What follows belongs to an exercise in optimizing a design on an open flow for a short achievable clock period and few clock cycles; a production flow would make more cautious choices.
No run shown here included a check of the RTL's function; only the layout flow was run.
The clock port is modelled as an ideal driver; clocking choices that lean on that would not hold on a real chip.
Power and IR drop assume default switching activity.

==> design.v <==
module Regs(
    input clk,
    input [31:0] Rs1_sel,
    input [31:0] Rs2_sel,
    input [31:0] Wt_sel,
    input [31:0] Wt_data,
    output [31:0] Rs1_data,
    output [31:0] Rs2_data
    );
    reg [31:0] x [1:31];
    reg [31:0] rd1, rd2;
    integer i;
    always @(posedge clk)
        for (i = 1; i < 32; i = i + 1)
            if (Wt_sel[i]) x[i] <= Wt_data;
    always @(*) begin
        rd1 = 32'b0;
        rd2 = 32'b0;
        for (i = 1; i < 32; i = i + 1) begin
            rd1 = rd1 | ({32{Rs1_sel[i]}} & x[i]);
            rd2 = rd2 | ({32{Rs2_sel[i]}} & x[i]);
        end
    end
    assign Rs1_data = rd1;
    assign Rs2_data = rd2;
endmodule
`timescale 1ns / 1ps
module SCPU(
    input clk,
    input rst,
    input [31:0] inst_in,
    input [31:0] Data_in,
    output [3:0] RAM_mask,
    output [31:0] Data_out,
    output [31:0] Addr_out,
    output        MemWrite,
    output [31:0] PC_out
    );
reg  [31:0] PC_o, PC_i, Addr_n;
reg         r0;
wire [31:0] PC = r0 ? 32'b0 : PC_i;
reg         d_valid, d_bp;
reg  [31:0] d_inst, d_pc;
reg  [3:0]  bt_v;
reg  [1:0]  bt_ptr;
reg  [31:2] bt_pc [0:3];
reg  [31:2] bt_tg [0:3];
reg         e_kill;                      
reg  [31:0] e_rs1v, e_rs2v, e_sv, e_kval, e_altpc;    
reg  [4:0]  e_rd;
reg  [1:0]  e_w;
reg         e_we, e_load, e_store, e_lu, e_kn, e_skip1, e_jalr;
reg         e_fa_m, e_fb_m, e_fs_m;
reg         s_add, s_sub, s_sll, s_sr, s_sra, s_slt, s_sltu, s_xor, s_or, s_and, s_k;
reg  [3:0]  f_eq, f_ne, f_lt, f_ge, f_ltu, f_geu;    
reg  [31:0] m_res;
reg  [4:0]  m_rd;
reg         m_we, m_load;
reg         m_store;
reg  [31:0] m_sdata;
reg  [3:0]  m_mask;
reg  [31:0] w_val;
reg  [4:0]  w_rd;
reg         w_we;
assign PC_out   = PC_o;
assign Addr_out = ~Addr_n;
assign MemWrite = m_store;
assign Data_out = m_sdata;
assign RAM_mask = m_mask;
reg  [3:0]  l_b0, l_b1, l_sg;     
reg         l_f1, l_w;            
wire [7:0]  din_b [0:3];
assign din_b[0] = Data_in[7:0];   assign din_b[1] = Data_in[15:8];
assign din_b[2] = Data_in[23:16]; assign din_b[3] = Data_in[31:24];
wire        l_s = |(l_sg & {Data_in[31], Data_in[23], Data_in[15], Data_in[7]});
wire [7:0]  l_y0 = ({8{l_b0[0]}} & din_b[0]) | ({8{l_b0[1]}} & din_b[1]) |
                   ({8{l_b0[2]}} & din_b[2]) | ({8{l_b0[3]}} & din_b[3]);
wire [7:0]  l_y1 = ({8{l_b1[0]}} & din_b[0]) | ({8{l_b1[1]}} & din_b[1]) |
                   ({8{l_b1[2]}} & din_b[2]) | ({8{l_b1[3]}} & din_b[3]) | {8{l_f1 & l_s}};
wire [31:0] m_ld = {l_w ? Data_in[31:16] : {16{l_s}}, l_y1, l_y0};
wire ex_we    = e_we & ~e_kill;
wire ex_load  = e_load & ~e_kill;
wire ex_store = e_store & ~e_kill;
wire ex_jalr  = e_jalr & ~e_kill;
wire [4:0] d_opc = d_inst[6:2];
wire [4:0] d_rs1 = d_inst[19:15];
wire [4:0] d_rs2 = d_inst[24:20];
wire [4:0] d_rd  = d_inst[11:7];
wire [2:0] d_f3  = d_inst[14:12];
wire is_lui   = d_opc == 5'b01101;
wire is_auipc = d_opc == 5'b00101;
wire is_jal   = d_opc == 5'b11011;
wire is_jalr  = d_opc == 5'b11001;
wire is_br    = d_opc == 5'b11000;
wire is_load  = d_opc == 5'b00000;
wire is_store = d_opc == 5'b01000;
wire is_opimm = d_opc == 5'b00100;
wire is_op    = d_opc == 5'b01100;
wire is_alu   = is_op | is_opimm;
wire uses1 = is_jalr | is_br | is_load | is_store | is_alu;
wire uses2 = is_br | is_store | is_op;
wire d_we  = (is_lui | is_auipc | is_jal | is_jalr | is_load | is_alu) & (d_rd != 5'd0);
wire [31:0] immI = {{20{d_inst[31]}}, d_inst[31:20]};
wire [31:0] immS = {{20{d_inst[31]}}, d_inst[31:25], d_inst[11:7]};
wire [31:0] immB = {{19{d_inst[31]}}, d_inst[31], d_inst[7], d_inst[30:25], d_inst[11:8], 1'b0};
wire [31:0] immU = {d_inst[31:12], 12'b0};
wire [31:0] immJ = {{11{d_inst[31]}}, d_inst[31], d_inst[19:12], d_inst[20], d_inst[30:21], 1'b0};
wire [31:0] tgt_b = d_pc + immB;
wire [31:0] tgt_j = d_pc + immJ;
wire [31:0] tgt_u = {d_pc[31:12] + d_inst[31:12], d_pc[11:0]};
wire [31:0] d_tgt = is_jal ? tgt_j : tgt_b;    
wire [31:0] d_pc4 = d_pc + 32'd4;
wire [31:0] rf1, rf2;
reg  [31:0] d_s1, d_s2, w_sel;
Regs U1(
    .clk(clk),
    .Rs1_sel(d_s1),
    .Rs2_sel(d_s2),
    .Wt_sel(w_sel),
    .Wt_data(w_val),
    .Rs1_data(rf1),
    .Rs2_data(rf2)
);
wire        b1_m = m_we && m_rd == d_rs1;
wire        b2_m = m_we && m_rd == d_rs2;
wire [31:0] d_rs1v = (b1_m & m_load) ? m_ld : b1_m ? m_res : (w_we && w_rd == d_rs1) ? w_val : rf1;
wire [31:0] d_rs2v = (b2_m & m_load) ? m_ld : b2_m ? m_res : (w_we && w_rd == d_rs2) ? w_val : rf2;
wire stall = d_valid & ex_load &
             ((uses1 & e_rd == d_rs1) | (uses2 & e_rd == d_rs2));
wire d_pred = is_br & d_inst[31];
wire fa_m = ex_we & (e_rd == d_rs1);
wire fa_w = m_we & (m_rd == d_rs1);    
wire fb_m = ex_we & (e_rd == d_rs2);
wire want_br = is_jal | d_pred;
wire jf_ok = is_jalr & ((fa_m & e_kn) | (~fa_m & fa_w & ~m_load));
wire [31:0] jf_sum = (fa_m ? e_kval : m_res) + immI;
wire want = want_br | jf_ok;
wire [31:0] id_target = jf_ok ? {jf_sum[31:1], 1'b0} : want_br ? d_tgt : d_pc4;
reg         bt_hit;
reg  [31:2] bt_tgt;
integer bi;
always @(*) begin
    bt_hit = 1'b0;
    bt_tgt = 30'b0;
    for (bi = 0; bi < 4; bi = bi + 1)
        if (bt_v[bi] && bt_pc[bi] == PC[31:2]) begin
            bt_hit = 1'b1;
            bt_tgt = bt_tgt | bt_tg[bi];
        end
end
wire [31:0] i_next = bt_hit ? {bt_tgt, 2'b00} : PC + 32'd4;
wire [31:0] ea = e_fa_m ? m_res : e_rs1v;
wire [31:0] eb = e_fb_m ? m_res : e_rs2v;
wire [31:0] bop = eb;
wire [31:0] es = e_fs_m ? m_res : e_sv;      
wire [31:0] sum  = ea + bop;
wire [31:0] dif  = ea - eb;
wire        slt  = $signed(ea) < $signed(bop);
wire        sltu = ea < bop;
wire [31:0] sll  = ea << bop[4:0];
wire [32:0] sra_in = {s_sra & ea[31], ea};
wire [32:0] sr33 = $signed(sra_in) >>> bop[4:0];
wire [31:0] srx  = sr33[31:0];
wire [31:0] alu = ({32{s_add}}  & sum)
                | ({32{s_sub}}  & dif)
                | ({32{s_sll}}  & sll)
                | ({32{s_sr}}   & srx)
                | ({32{s_xor}}  & (ea ^ bop))
                | ({32{s_or}}   & (ea | bop))
                | ({32{s_and}}  & (ea & bop))
                | ({32{s_k}}    & e_kval)
                | {31'b0, (s_slt & slt) | (s_sltu & sltu)};
wire [31:0] av [0:1];
wire [31:0] bv [0:1];
assign av[0] = e_rs1v; assign av[1] = m_res;
assign bv[0] = e_rs2v; assign bv[1] = m_res;
wire [3:0] p_eq, p_lt, p_ltu;
genvar gi, gj;
generate
    for (gi = 0; gi < 2; gi = gi + 1) begin : ga
        for (gj = 0; gj < 2; gj = gj + 1) begin : gb
            assign p_eq[gi*2+gj]  = av[gi] == bv[gj];
            assign p_lt[gi*2+gj]  = $signed(av[gi]) < $signed(bv[gj]);
            assign p_ltu[gi*2+gj] = av[gi] < bv[gj];
        end
    end
endgenerate
wire x_cond = ~e_kill & (|((f_eq & p_eq) | (f_ne & ~p_eq) | (f_lt & p_lt) |
                           (f_ge & ~p_lt) | (f_ltu & p_ltu) | (f_geu & ~p_ltu)));
wire skip_ok = e_skip1 & d_valid & ~d_bp;
wire [31:0] jt = sum;
wire id_go  = d_valid & ~stall & (d_bp ? ~want_br : want);
wire bt_ins = d_valid & ~stall & ~d_bp & want_br;
wire x_squash    = x_cond & skip_ok;
wire x_redirect  = (x_cond & ~skip_ok) | ex_jalr;
wire id_redirect = id_go & ~x_cond & ~ex_jalr;
wire [31:0] sdata = (e_w == 2'd0) ? {4{es[7:0]}} :
                    (e_w == 2'd1) ? {2{es[15:0]}} : es;
wire [3:0]  smask = (e_w == 2'd0) ? (4'b0001 << sum[1:0]) :
                    (e_w == 2'd1) ? (sum[1] ? 4'b1100 : 4'b0011) : 4'b1111;
wire [31:0] pc_nc = ex_jalr ? {jt[31:1], 1'b0} :
                    stall   ? PC :
                    id_go   ? id_target : i_next;
wire        dv_nc = ~ex_jalr & (stall ? d_valid : ~id_go);
wire [31:0] pc_c  = skip_ok ? i_next : e_altpc;
wire [31:0] pc_next = x_cond ? pc_c : pc_nc;
wire [2:0] bf = d_pred ? {d_f3[2:1], ~d_f3[0]} : d_f3;    
wire       v_in = d_valid & ~stall;
wire       vb = v_in & is_br;
wire [3:0] pair = {fa_m & fb_m, fa_m & ~fb_m, ~fa_m & fb_m, ~fa_m & ~fb_m};
wire       d_bimm = ~(is_op | is_br);
wire       alu_add = (is_alu & d_f3 == 3'd0 & ~(is_op & d_inst[30])) | is_load | is_store;
always @(posedge clk or posedge rst) begin
    if (rst) begin
        PC_o    <= 32'b0;
        r0      <= 1'b1;
        d_valid <= 1'b0;
        bt_v    <= 4'b0;
        bt_ptr  <= 2'b0;
        e_kill  <= 1'b0;
        e_we    <= 1'b0;
        e_load  <= 1'b0;
        e_store <= 1'b0;
        e_jalr  <= 1'b0;
        f_eq    <= 4'b0;
        f_ne    <= 4'b0;
        f_lt    <= 4'b0;
        f_ge    <= 4'b0;
        f_ltu   <= 4'b0;
        f_geu   <= 4'b0;
        m_store <= 1'b0;
        m_we    <= 1'b0;
        w_we    <= 1'b0;
    end else begin
        PC_o    <= pc_next;
        r0      <= 1'b0;
        if (bt_ins) begin
            bt_v[bt_ptr] <= 1'b1;
            bt_ptr <= bt_ptr + 2'd1;
        end
        d_valid <= x_cond ? skip_ok : dv_nc;
        e_kill  <= x_cond | ex_jalr;
        e_we    <= v_in & d_we;
        e_load  <= v_in & is_load;
        e_store <= v_in & is_store;
        e_jalr  <= v_in & is_jalr & ~jf_ok & ~d_bp;
        f_eq    <= {4{vb & (bf == 3'd0)}} & pair;
        f_ne    <= {4{vb & (bf == 3'd1)}} & pair;
        f_lt    <= {4{vb & (bf == 3'd4)}} & pair;
        f_ge    <= {4{vb & (bf == 3'd5)}} & pair;
        f_ltu   <= {4{vb & (bf == 3'd6)}} & pair;
        f_geu   <= {4{vb & (bf == 3'd7)}} & pair;
        m_we    <= ex_we;
        m_store <= ex_store;
        w_we    <= m_we;
    end
end
always @(posedge clk) begin
    PC_i    <= pc_next;
    w_sel   <= {31'b0, m_we} << m_rd;
    if (!stall) begin
        d_s1   <= {31'b0, 1'b1} << inst_in[19:15];
        d_s2   <= {31'b0, 1'b1} << inst_in[24:20];
        d_inst <= inst_in;
        d_pc   <= PC;
        d_bp   <= bt_hit;
    end
    if (bt_ins) begin
        bt_pc[bt_ptr] <= d_pc[31:2];
        bt_tg[bt_ptr] <= d_tgt[31:2];
    end
    e_rs1v  <= d_rs1v;
    e_rs2v  <= d_bimm ? (is_store ? immS : immI) : d_rs2v;
    e_sv    <= d_rs2v;
    e_kval  <= is_lui ? immU : is_auipc ? tgt_u : d_pc4;
    e_altpc <= (is_br & ~d_inst[31]) ? tgt_b : d_pc4;
    e_rd    <= d_rd;
    e_w     <= d_f3[1:0];
    e_lu    <= d_f3[2];
    e_fa_m  <= fa_m;
    e_fb_m  <= fb_m & ~d_bimm;
    e_fs_m  <= fb_m;
    s_add   <= alu_add;
    s_sub   <= is_op & d_f3 == 3'd0 & d_inst[30];
    s_sll   <= is_alu & d_f3 == 3'd1;
    s_slt   <= is_alu & d_f3 == 3'd2;
    s_sltu  <= is_alu & d_f3 == 3'd3;
    s_xor   <= is_alu & d_f3 == 3'd4;
    s_sr    <= is_alu & d_f3 == 3'd5;
    s_sra   <= d_inst[30];
    s_or    <= is_alu & d_f3 == 3'd6;
    s_and   <= is_alu & d_f3 == 3'd7;
    s_k     <= is_lui | is_auipc | is_jal | is_jalr;
    e_kn    <= is_lui | is_auipc | is_jal | is_jalr;
    e_skip1 <= is_br & (immB == 32'd8);
    m_res   <= alu;
    Addr_n  <= ~alu;
    m_rd    <= e_rd;
    m_load  <= e_load;
    l_b0    <= (e_w == 2'd2) ? 4'b0001 : (4'b0001 << sum[1:0]);
    l_b1    <= (e_w == 2'd2) ? 4'b0010 : (e_w == 2'd1) ? (sum[1] ? 4'b1000 : 4'b0010) : 4'b0000;
    l_f1    <= (e_w == 2'd0);
    l_w     <= (e_w == 2'd2);
    l_sg    <= e_lu ? 4'b0000 :
               (e_w == 2'd0) ? (4'b0001 << sum[1:0]) :
               (e_w == 2'd1) ? (sum[1] ? 4'b1000 : 4'b0010) : 4'b0000;
    m_sdata <= sdata;
    m_mask  <= smask;
    w_val   <= m_load ? m_ld : m_res;
    w_rd    <= m_rd;
end
endmodule
==> flow/run.sh <==
#!/bin/bash
# The standard ORFS flow (the standard.sh) with two changes to how the
# layout is optimised:
#  * adders are left to ABC as plain logic instead of the library's half/full
#    adder cells (ADDER_MAP_FILE empty), which gives shallower carry logic;
#    registers, their names and cell types are the same as in the standard
#    synthesis;
#  * timing repair aims for a slack of MARGIN ns beyond the clock period, so
#    the layout is optimised well past what the 15 ns clock needs.
set -euo pipefail
MARGIN=${MARGIN:-11}
bash standard.sh SETUP_SLACK_MARGIN=$MARGIN ADDER_MAP_FILE= finish > flow_make.log 2>&1
==> standard.sh <==
#!/bin/bash
# synth_recipe.tcl (not shown) runs the flow's synth.tcl, then flattens the netlist and writes it again
# the make line also repeats each setting of config.mk as NAME=value (left out here)
make -C /OpenROAD-flow-scripts/flow DESIGN_CONFIG=/design/flow/config.mk WORK_HOME=/design/flow/orfs CLKGATE_MAP_FILE= SYNTH_SCRIPT=/design/flow/synth_recipe.tcl "${@:-finish}"
==> config.mk <==
export PLATFORM = sky130hd
export DESIGN_NAME = SCPU
export DESIGN_NICKNAME = SCPU
export VERILOG_FILES = /design/flow/design.v
export SDC_FILE = /design/flow/constraint.sdc
export NUM_CORES = 8
export LEC_CHECK = 0
export ABC_CLOCK_PERIOD_IN_PS = 4000
export CAP_MARGIN = 20
export CORE_MARGIN = 2
export CORE_UTILIZATION = 60
export CTS_CLUSTER_DIAMETER = 80
export CTS_CLUSTER_SIZE = 24
export PLACE_DENSITY = 0.72
export SETUP_SLACK_MARGIN = 5
export SLEW_MARGIN = 20
==> constraint.sdc <==
create_clock -name core_clock -period 15.0 [get_ports {clk}]
set_input_delay 3.0000 -clock core_clock [delete_from_list [all_inputs] [get_ports {clk}]]
set_output_delay 3.0000 -clock core_clock [all_outputs]
set_load 0.01 [all_outputs]
==> results of run 1 <==
[cells in the mapped netlist, types with 186 or more instances]
master / count / share of area [%]
sky130_fd_sc_hd__a21oi_1: 338 / 1.9
sky130_fd_sc_hd__a221oi_1: 372 / 3.6
sky130_fd_sc_hd__a22o_1: 338 / 3.3
sky130_fd_sc_hd__a22oi_1: 332 / 2.7
sky130_fd_sc_hd__clkbuf_1: 464 / 1.9
sky130_fd_sc_hd__dfxtp_1: 401 / 8.9
sky130_fd_sc_hd__edfxtp_1: 1357 / 45
sky130_fd_sc_hd__inv_1: 186 / 0.77
sky130_fd_sc_hd__nand2_1: 597 / 2.5
sky130_fd_sc_hd__nor2_1: 636 / 2.6
sky130_fd_sc_hd__o21ai_0: 390 / 2.2
sky130_fd_sc_hd__xnor2_1: 265 / 2.6
[cell families (layout without fill, tap and decap cells)]
| family | Yosys count | after routing | share of synthesized area [%] |
|---|---|---|---|
| AND/OR/NAND/NOR | 2224 | 2226 | 11.9 |
| other | 1 | 20 | 0.00414 |
| buffers and inverters | 834 | 1091 | 3.69 |
| AO/OA/AOI/OAI | 2630 | 2631 | 21.4 |
| multiplexers | 194 | 194 | 2.32 |
| XOR/XNOR | 422 | 422 | 4.08 |
| adder cells (fa/ha/maj) | 77 | 77 | 0.862 |
| flip-flops | 1827 | 1827 | 55.7 |
[cell type report]
class	instances	area (µm²)
well taps	2016	2520
clock buffers	144	2770
fillers	11100	45600
clock inverters	39	628
inverters	195	788
multi-input cells	5551	39700
repair buffers	713	7210
diodes	19	47.5
flip-flops and latches	1827	50700
[placed cells by master, fill, tap and decap left out, drive strengths merged, types with 77 or more instances in the layout]
cell	instances
edfxtp	1357
nor2	637
buf	630
nand2	600
o21ai	411
dfxtp	401
a221oi	375
a21oi	340
a22o	338
a22oi	334
xnor2	265
inv	202
nand3	186
nand4	182
xor2	157
clkbuf	153
mux2i	128
nor3	122
nand2b	118
a31oi	117
a211oi	93
o211ai	79
maj3	77
[layer usage]
| layer | part of all wire [%] | wire [µm] | up-vias |
|---|---|---|---|
| met5 | 0.32 | 1370 | - |
| met4 | 12 | 51100 | 46 |
| met3 | 18 | 75900 | 2963 |
| met2 | 39 | 167000 | 9113 |
| met1 | 31 | 134000 | 39600 |
| li1 | - | - | 32300 |
[report_power, final]
part           switching, mW  leakage (nW)  internal [mW]
Combinational           2.15          17.5           1.23
Clock                   1.85          1.62           1.40
Sequential             0.569          17.1           5.82
[timing repair]
action	in CTS	in global routing
gates cloned	25	10
pin swaps	97	118
buffers inserted	202	91
setup endpoints to repair	769	445
resized for setup	970	352
[worst max path at each step]
stage / end / slack (ns) / depth (start not counted)
after floorplan: e_rs2v[12]$_DFF_P_ / 10.68 / 8
after global placement: PC_o[27]$_DFF_PP0_ / 8.78 / 14
after detailed placement: PC_o[27]$_DFF_PP0_ / 8.76 / 14
after CTS: PC_o[31]$_DFF_PP0_ / 10.48 / 13
after global routing: PC_o[31]$_DFF_PP0_ / 10.40 / 14
final: PC_o[31]$_DFF_PP0_ / 10.27 / 14
[sequential cells by signal, summed over array words and instances, names as in the netlist, 32 cells and up]
| register | cells |
|---|---|
| Addr_n | 32 |
| PC_i | 32 |
| PC_o | 32 |
| U1.x | 992 |
| bt_pc | 120 |
| bt_tg | 120 |
| d_pc | 32 |
| e_altpc | 32 |
| e_kval | 32 |
| e_rs1v | 32 |
| e_rs2v | 32 |
| e_sv | 32 |
| m_res | 32 |
| m_sdata | 32 |
| w_val | 32 |
[per-stage QoR]
stage                     worst slack [ns]  instances
after floorplan                      10.68       8209
after global placement                8.78       9973
after detailed placement              8.76       9973
after CTS                            10.48      10400
after global routing                 10.40      10500
final                                10.27      10500
==> results.rst, run 1 <==
.. list-table::
   :header-rows: 1

   * - Metric
     - Value
   * - Outcome
     - timing/DRC/antenna clean
   * - Reg-to-reg critical path startpoint
     - d_inst[27]$_DFFE_PN_
   * - Number of sinks handled by clock tree synthesis
     - 1827
   * - Overall routing resource usage
     - 53.7%
   * - Number of global-route vias before repair
     - 76000
   * - CTS root buffer
     - sky130_fd_sc_hd__clkbuf_16
   * - Met1 GRT Util
     - 64.5%
   * - Final slew viol count
     - 0
   * - Layout Area Growth over Synthesis
     - 15.1%
   * - Path type of the worst min-delay path
     - register to register
   * - Total chip power
     - 13.0 mW
   * - TritonCTS buffer count
     - 100
   * - Rows
     - 142
   * - Latest clock arrival within the worst-skew pair
     - 0.85 ns
   * - Initial antenna violation count
     - 26
   * - Critical-path maximum fanout
     - 3
   * - Crit path from
     - d_inst[27]$_DFFE_PN_
   * - Count of vias placed by the detailed router
     - 84000
   * - Pre-Repair DR Iteration Count
     - 14
   * - Commonest register cell after synthesis
     - sky130_fd_sc_hd__edfxtp_1
   * - Total of buffers placed on input and output ports
     - 164
   * - Hold-fix buffers, CTS
     - 0
   * - Final weighted congestion of routability-driven global placement
     - 1.06
   * - Power per cell area
     - 125 mW/mm²
   * - Synthesized area per cell
     - 11.0 µm²
   * - Placeable core region
     - 0.150 mm²
   * - Routed WL per cell
     - 40.9 µm
   * - Number of distinct library cells after synthesis
     - 125
   * - Busiest layer in global routing
     - met2
   * - Worst hold path depth
     - 0
   * - Biggest cell delay along the critical path
     - 1.01 ns
   * - Worst-case vdd ir drop
     - 0.000131 V
   * - Total placed instance area
     - 0.0942 mm²
   * - Hold wc startpoint
     - e_load$_DFF_PP0_
   * - Post-CTS clock slew at the launch and capture registers of the worst setup and hold paths
     - 0.10 ns
   * - Deepest clock path buffer count
     - 3
   * - Required time at the endpoint of the critical path
     - 15.73 ns
   * - Crit path cell chain
     - buf_12 -> xnor2_4 -> nor3_4 -> nand3_4 -> a221o_1 -> nand4_1 -> a41oi_4 -> maj3_2 -> o21ai_4 -> o311ai_4 -> nand3_2 -> or3b_4 -> a222oi_1 -> o31a_1
   * - Final setup violation count
     - 0
   * - Clock tree from TritonCTS
     - done
   * - Iteration-0 DRC count of the detailed router
     - 18000
   * - First-pass GRT wire length
     - 579000 µm
   * - Number of warnings issued by yosys
     - 3
   * - Floorplan die height
     - 393 µm
   * - Instance count of the mapped netlist
     - 8209
   * - Max capacitance violation total
     - 0
   * - Arrival time worst endpoint
     - 5.46 ns
   * - Slew Limit Headroom
     - 5.36%
   * - Remaining Overflow, GRT
     - 0
   * - DRC
     - 0
   * - X dimension of the die
     - 393 µm
   * - Clock H-tree levels
     - 3
   * - Ys async rst share
     - 3.78%
   * - Fin Setup TNS
     - 0 ns
   * - Fin area
     - 0.104 mm²
   * - Pin count of the biggest net entering global routing
     - 70
   * - Library cell contributing the largest single delay on the critical path
     - sky130_fd_sc_hd__a222oi_1
   * - Global routing usage on met3
     - 23.2%
   * - Layout cells sized above 1
     - 18.0%
   * - Final worst-path cycle share
     - 31.5%
   * - Core utilization of the finished layout
     - 69.6%
   * - Reg2reg setup slack
     - 10.27 ns
   * - Setup skew after layout
     - 0.0596 ns
   * - # IOs
     - 167
   * - Worst hold endpoint
     - m_load$_DFF_P_
   * - Count of nets left with antenna violations after detail routing
     - 0
   * - Crit path capture type
     - register
   * - Met2 Usage GRT
     - 74.0%
   * - Crit-path leading delay family
     - compound AO/OA/AOI/OAI gates
   * - Critical path buffer and inverter count
     - 1
   * - Post-DP HPWL
     - 257000 µm
   * - Tmin final
     - 4.73 ns
   * - Reg2reg end
     - PC_o[31]$_DFF_PP0_
   * - Depth of the worst register-to-register path
     - 14
   * - Via density per instance
     - 8.00
   * - Portion of the post-synthesis area used by sequential elements
     - 55.7%
   * - Setup repair after global routing missed its margin
     - yes
   * - Transition at the pin with the smallest max-transition slack
     - 1.42 ns
   * - Nets@finish
     - 8454
   * - Starting utilization of the core area
     - 60.5%
   * - WS Path Type
     - register to register
   * - Hold slack final
     - 0.385 ns
   * - Syn nets
     - 8275
   * - Timing-limited maximum frequency
     - 212 MHz
   * - Number of enable flip-flop cells after synthesis
     - 1357
   * - FF+latch count, synth
     - 1827
   * - Number of hold violations in the final report
     - 0
   * - Die Area
     - 0.154 mm²
   * - Element type at the critical path start
     - register
   * - Total standard cell area after synthesis
     - 0.0907 mm²
   * - Total Wirelength
     - 430000 µm
   * - Leak pwr
     - 36.1 nW
==> run 2, diff against run 1 <==
==> flow/run.sh (replaced) <==
#!/bin/bash
# The standard ORFS flow (the standard.sh) with these changes to how the
# layout is optimised:
#  * adders are left to ABC as plain logic instead of the library's half/full
#    adder cells (ADDER_MAP_FILE empty), which gives shallower carry logic;
#    registers, their names and cell types are the same as in the standard
#    synthesis;
#  * timing repair aims for a slack of MARGIN ns beyond the clock period, so
#    the layout is optimised well past what the 15 ns clock needs;
#  * after clock tree synthesis, one more repair pass (flow/post_cts.tcl).
set -euo pipefail
MARGIN=${MARGIN:-11}
HERE=$(pwd)
bash standard.sh SETUP_SLACK_MARGIN=$MARGIN ADDER_MAP_FILE= POST_CTS_TCL=$HERE/flow/post_cts.tcl finish > flow_make.log 2>&1
==> flow/post_cts.tcl (new file) <==
# Extra setup repair after clock tree synthesis, aimed at the paths closest
# to the limit, then re-legalise the placement.
repair_timing -setup -setup_margin 10.75 -repair_tns 100 -verbose
detailed_placement
check_placement -verbose
==> run 2 against run 1 <==
  * Sequential share of layout area shrank 0.28 points
  * Synthesized cell count unchanged
  * Clock power barely moved
  * Via count is 0.24% higher
  * Cell count increased by 0.45%
  * Still clean
  * Sequential power is essentially flat
  * Largest cell class unchanged
  * Clock skew hardly changed
  * Non-clock buffer count is 47 higher
  * Count of clock-buffer cells in the layout is the same
==> results.rst, run 2 <==
.. list-table::
   :header-rows: 1

   * - Metric
     - Value
   * - Outcome
     - timing/DRC/antenna clean
   * - Iteration-0 DRC count of the detailed router
     - 17800 (-1.1%)
   * - Final weighted congestion of routability-driven global placement
     - 1.06 (unchanged)
   * - Pin count of the biggest net entering global routing
     - 70 (unchanged)
   * - Final slew viol count
     - 0 (unchanged)
   * - Floorplan die height
     - 393 µm (unchanged)
   * - Number of global-route vias before repair
     - 76300 (+0.44%)
   * - Instance count of the mapped netlist
     - 8209 (unchanged)
   * - Setup skew after layout
     - 0.0592 ns (-0.000352 ns)
   * - Leading cell types in the layout, fill and taps excluded
     - sky130_fd_sc_hd__edfxtp_1 (1357), sky130_fd_sc_hd__nor2_1 (620), sky130_fd_sc_hd__nand2_1 (583)
   * - Fin Setup TNS
     - 0 ns (unchanged)
   * - Slew Limit Headroom
     - 8.36% (+3.0 points)
   * - Most common cell after layout, fill and taps aside
     - sky130_fd_sc_hd__edfxtp_1
   * - Top post-synthesis cells by area
     - sky130_fd_sc_hd__edfxtp_1 (45%), sky130_fd_sc_hd__dfxtp_1 (8.9%), sky130_fd_sc_hd__a221oi_1 (3.6%)
   * - Cell accounting for the most synthesized area
     - sky130_fd_sc_hd__edfxtp_1
   * - Area fraction of the dominant cell type after synthesis
     - 44.9% (unchanged)
   * - Core utilization of the finished layout
     - 70.1% (+0.46 points)
   * - Worst setup slack after layout
     - 10.29 ns (+0.0212 ns)
   * - FF+latch count, synth
     - 1827 (unchanged)
   * - Commonest register cell after synthesis
     - sky130_fd_sc_hd__edfxtp_1
   * - Die Area
     - 0.154 mm² (unchanged)
   * - Worst-case vdd ir drop
     - 0.000131 V (about the same)
   * - Number of warnings issued by yosys
     - 3 (unchanged)
   * - Max capacitance violation total
     - 0 (unchanged)
   * - Leading post-synthesis cells by instance count
     - sky130_fd_sc_hd__edfxtp_1 (1357), sky130_fd_sc_hd__nor2_1 (636), sky130_fd_sc_hd__nand2_1 (597)
   * - Overall routing resource usage
     - 54.0% (+0.37 points)
   * - Arrival time worst endpoint
     - 5.42 ns (-0.04 ns)
   * - Element type at the critical path start
     - register
   * - Synthesized area per cell
     - 11.0 µm² (unchanged)
   * - Total chip power
     - 13.1 mW (+0.64%)
   * - Number of enable flip-flop cells after synthesis
     - 1357 (unchanged)
   * - Post-DP HPWL
     - 257000 µm (unchanged)
   * - Rows
     - 142 (unchanged)
   * - Clock tree from TritonCTS
     - done
   * - Library cell contributing the largest single delay on the critical path
     - sky130_fd_sc_hd__a222oi_1
   * - DRC
     - 0 (unchanged)
   * - Power per cell area
     - 125 mW/mm² (about the same)
   * - Via density per instance
     - 7.98 (-0.21%)
   * - Depth of the worst register-to-register path
     - 14 (unchanged)
   * - Post-Place Worst Slack
     - 8.76 ns (unchanged)
   * - Count of nets left with antenna violations after detail routing
     - 0 (unchanged)
   * - Final setup violation count
     - 0 (unchanged)
   * - Most flops, register
     - U1.x
   * - Portion of the post-synthesis area used by sequential elements
     - 55.7% (unchanged)
   * - Total of buffers placed on input and output ports
     - 164 (unchanged)
   * - Timing-limited maximum frequency
     - 213 MHz (+0.45%)
   * - FF/Latch Area
     - 0.0508 mm² (about the same)
   * - Setup repair after global routing missed its margin
     - yes
   * - Cell with the most instances after synthesis
     - sky130_fd_sc_hd__edfxtp_1
   * - Area taken by multi-input logic gates
     - 0.0398 mm² (+0.30%)
   * - Transition at the pin with the smallest max-transition slack
     - 1.37 ns (-0.0450 ns)
   * - Starting utilization of the core area
     - 60.5% (unchanged)
   * - # IOs
     - 167 (unchanged)
   * - Total standard cell area after synthesis
     - 0.0907 mm² (unchanged)
   * - Critical path destination
     - PC_o[31]$_DFF_PP0_
   * - Layout cells sized above 1
     - 18.8% (+0.81 points)
   * - Number of sinks handled by clock tree synthesis
     - 1827 (unchanged)
   * - Remaining Overflow, GRT
     - 0 (unchanged)
   * - Nets@finish
     - 8501 (+0.56%)
   * - Number of distinct library cells after synthesis
     - 125 (unchanged)
   * - Critical path buffer and inverter count
     - 1 (unchanged)
   * - Final worst-path cycle share
     - 31.4% (-0.14 points)
   * - WS Path Type
     - register to register
   * - Number of hold violations in the final report
     - 0 (unchanged)
   * - Top Registers
     - U1.x x992, bt_pc x120, bt_tg x120
   * - Pre-Repair DR Iteration Count
     - 17 (+3)
   * - Crit-path leading delay family
     - compound AO/OA/AOI/OAI gates
   * - Layout Area Growth over Synthesis
     - 15.9%
   * - Crit path cell chain
     - buf_12 -> xnor2_4 -> nor3_4 -> nand3_4 -> a221o_1 -> nand4_1 -> a41oi_4 -> maj3_2 -> o21ai_4 -> o311ai_4 -> nand3_2 -> or3b_4 -> a222oi_1 -> o31a_1
   * - Filler cells
     - 10900 (-0.97%)
   * - Tmin final
     - 4.71 ns (-0.0212 ns)
   * - Number of stages on the worst setup path
     - 14 (unchanged)
   * - Hold slack final
     - 0.389 ns (+0.00335 ns)
   * - Initial antenna violation count
     - 26 (unchanged)
   * - Syn nets
     - 8275 (unchanged)
   * - Required time at the endpoint of the critical path
     - 15.72 ns (about the same)
   * - Routed WL per cell
     - 41.0 µm (+0.16%)
   * - Biggest cell delay along the critical path
     - 1.03 ns (+0.02 ns)
   * - First-pass GRT wire length
     - 583000 µm (+0.64%)
   * - Latest clock arrival within the worst-skew pair
     - 0.84 ns (about the same)
   * - Post-CTS clock slew at the launch and capture registers of the worst setup and hold paths
     - 0.09 ns (about the same)
   * - Crit path from
     - d_inst[27]$_DFFE_PN_
   * - Ys async rst share
     - 3.78% (unchanged)
   * - X dimension of the die
     - 393 µm (unchanged)
   * - Reg2reg setup slack
     - 10.29 ns (+0.02 ns)
   * - Placeable core region
     - 0.150 mm² (unchanged)
   * - Max FFs per register
     - 992 (unchanged)
   * - Reg2reg end
     - PC_o[31]$_DFF_PP0_
   * - Count of vias placed by the detailed router
     - 84200 (+0.24%)
   * - Reg-to-reg critical path startpoint
     - d_inst[27]$_DFFE_PN_
   * - Critical-path maximum fanout
     - 4 (+1)
   * - Crit path capture type
     - register
   * - Total Wirelength
     - 432000 µm (+0.61%)
   * - Path type of the worst min-delay path
     - register to register
   * - Leak pwr
     - 36.4 nW (+0.82%)
==> run 2: logic make-up after synthesis <==
logic type,synth area share [%]
fa+ha+maj,0.862
simple gates,11.9
other cells,0.00414
flops,55.7
mux,2.32
compound gates,21.4
buf+inv,3.69
xor+xnor,4.08
==> run 2: how the worst min path moves through the flow <==
| stage | startpoint | to | slack, ns | cells after the start |
|---|---|---|---|---|
| after floorplan | m_rd[0]$_DFF_P_ | w_rd[0]$_DFF_P_ | 0.33 | 0 |
| after detailed placement | e_load$_DFF_PP0_ | m_load$_DFF_P_ | 0.36 | 0 |
| after global placement | e_load$_DFF_PP0_ | m_load$_DFF_P_ | 0.35 | 0 |
| final | e_load$_DFF_PP0_ | m_load$_DFF_P_ | 0.39 | 0 |
| after global routing | e_load$_DFF_PP0_ | m_load$_DFF_P_ | 0.40 | 0 |
==> run 2: final cells by class <==
class / count / share of cell area [%]
Timing Repair Buffer: 760 / 7.37
Clock inverter: 39 / 0.598
Tap cell: 2016 / 2.40
Sequential cell: 1827 / 48.3
Antenna cell: 19 / 0.0452
Multi-Input combinational cell: 5551 / 37.9
Inverter: 195 / 0.748
Clock buffer: 144 / 2.64
==> run 2: metal layers <==
layer / vias up / GRT usage, % / wire length (µm)
met5: - / 1.72 / 919
met4: 42 / 45.0 / 51600
met3: 3058 / 23.6 / 76500
met2: 9139 / 74.3 / 169000
met1: 39600 / 64.9 / 134000
li1: 32400 / - / -
==> run 2: power by group <==
group          total (mW)  leakage (nW)  internal [mW]  switching, mW
registers            6.38          17.1           5.82          0.567
logic                3.47          17.7           1.28           2.19
clock network        3.25          1.62           1.40           1.85
==> run 2: per-stage QoR <==
stage / instances / cell area, µm²
2_1_floorplan: 8209 / 90800
3_3_place_gp: 9973 / 94200
3_5_place_dp: 9973 / 94200
5_1_grt: 10500 / 105000
6_report: 10600 / 105000

## port drivers added, routing unchanged
No port has a modelled driver above. Below, the same layouts with a new extraction and two added sets of constraints. Step 1: set_driving_cell puts a clkbuf_16 on clk and a buf_2 on each other input, an assumption about the parent block. Step 2, shift: input delay + t, output delay - t, t = (earliest + latest rising clock arrival at the registers) / 2. This alone moves slack from input paths to output paths. Three values: no drivers, after step 1, after step 2; two values: the first two.
run | t, ns | slack for setup (ns) | worst setup path at the end
run 1 | 0.913 | 10.273 / 10.273 / 10.139 | input to register
run 2 | 0.908 | 10.295 / 10.295 / 10.162 | input to register
After both steps setup and hold are still met in every run listed. For run 1, which loses most, drivers alone change the setup slack by 0.000 ns; drivers and shift together by -0.134 ns.
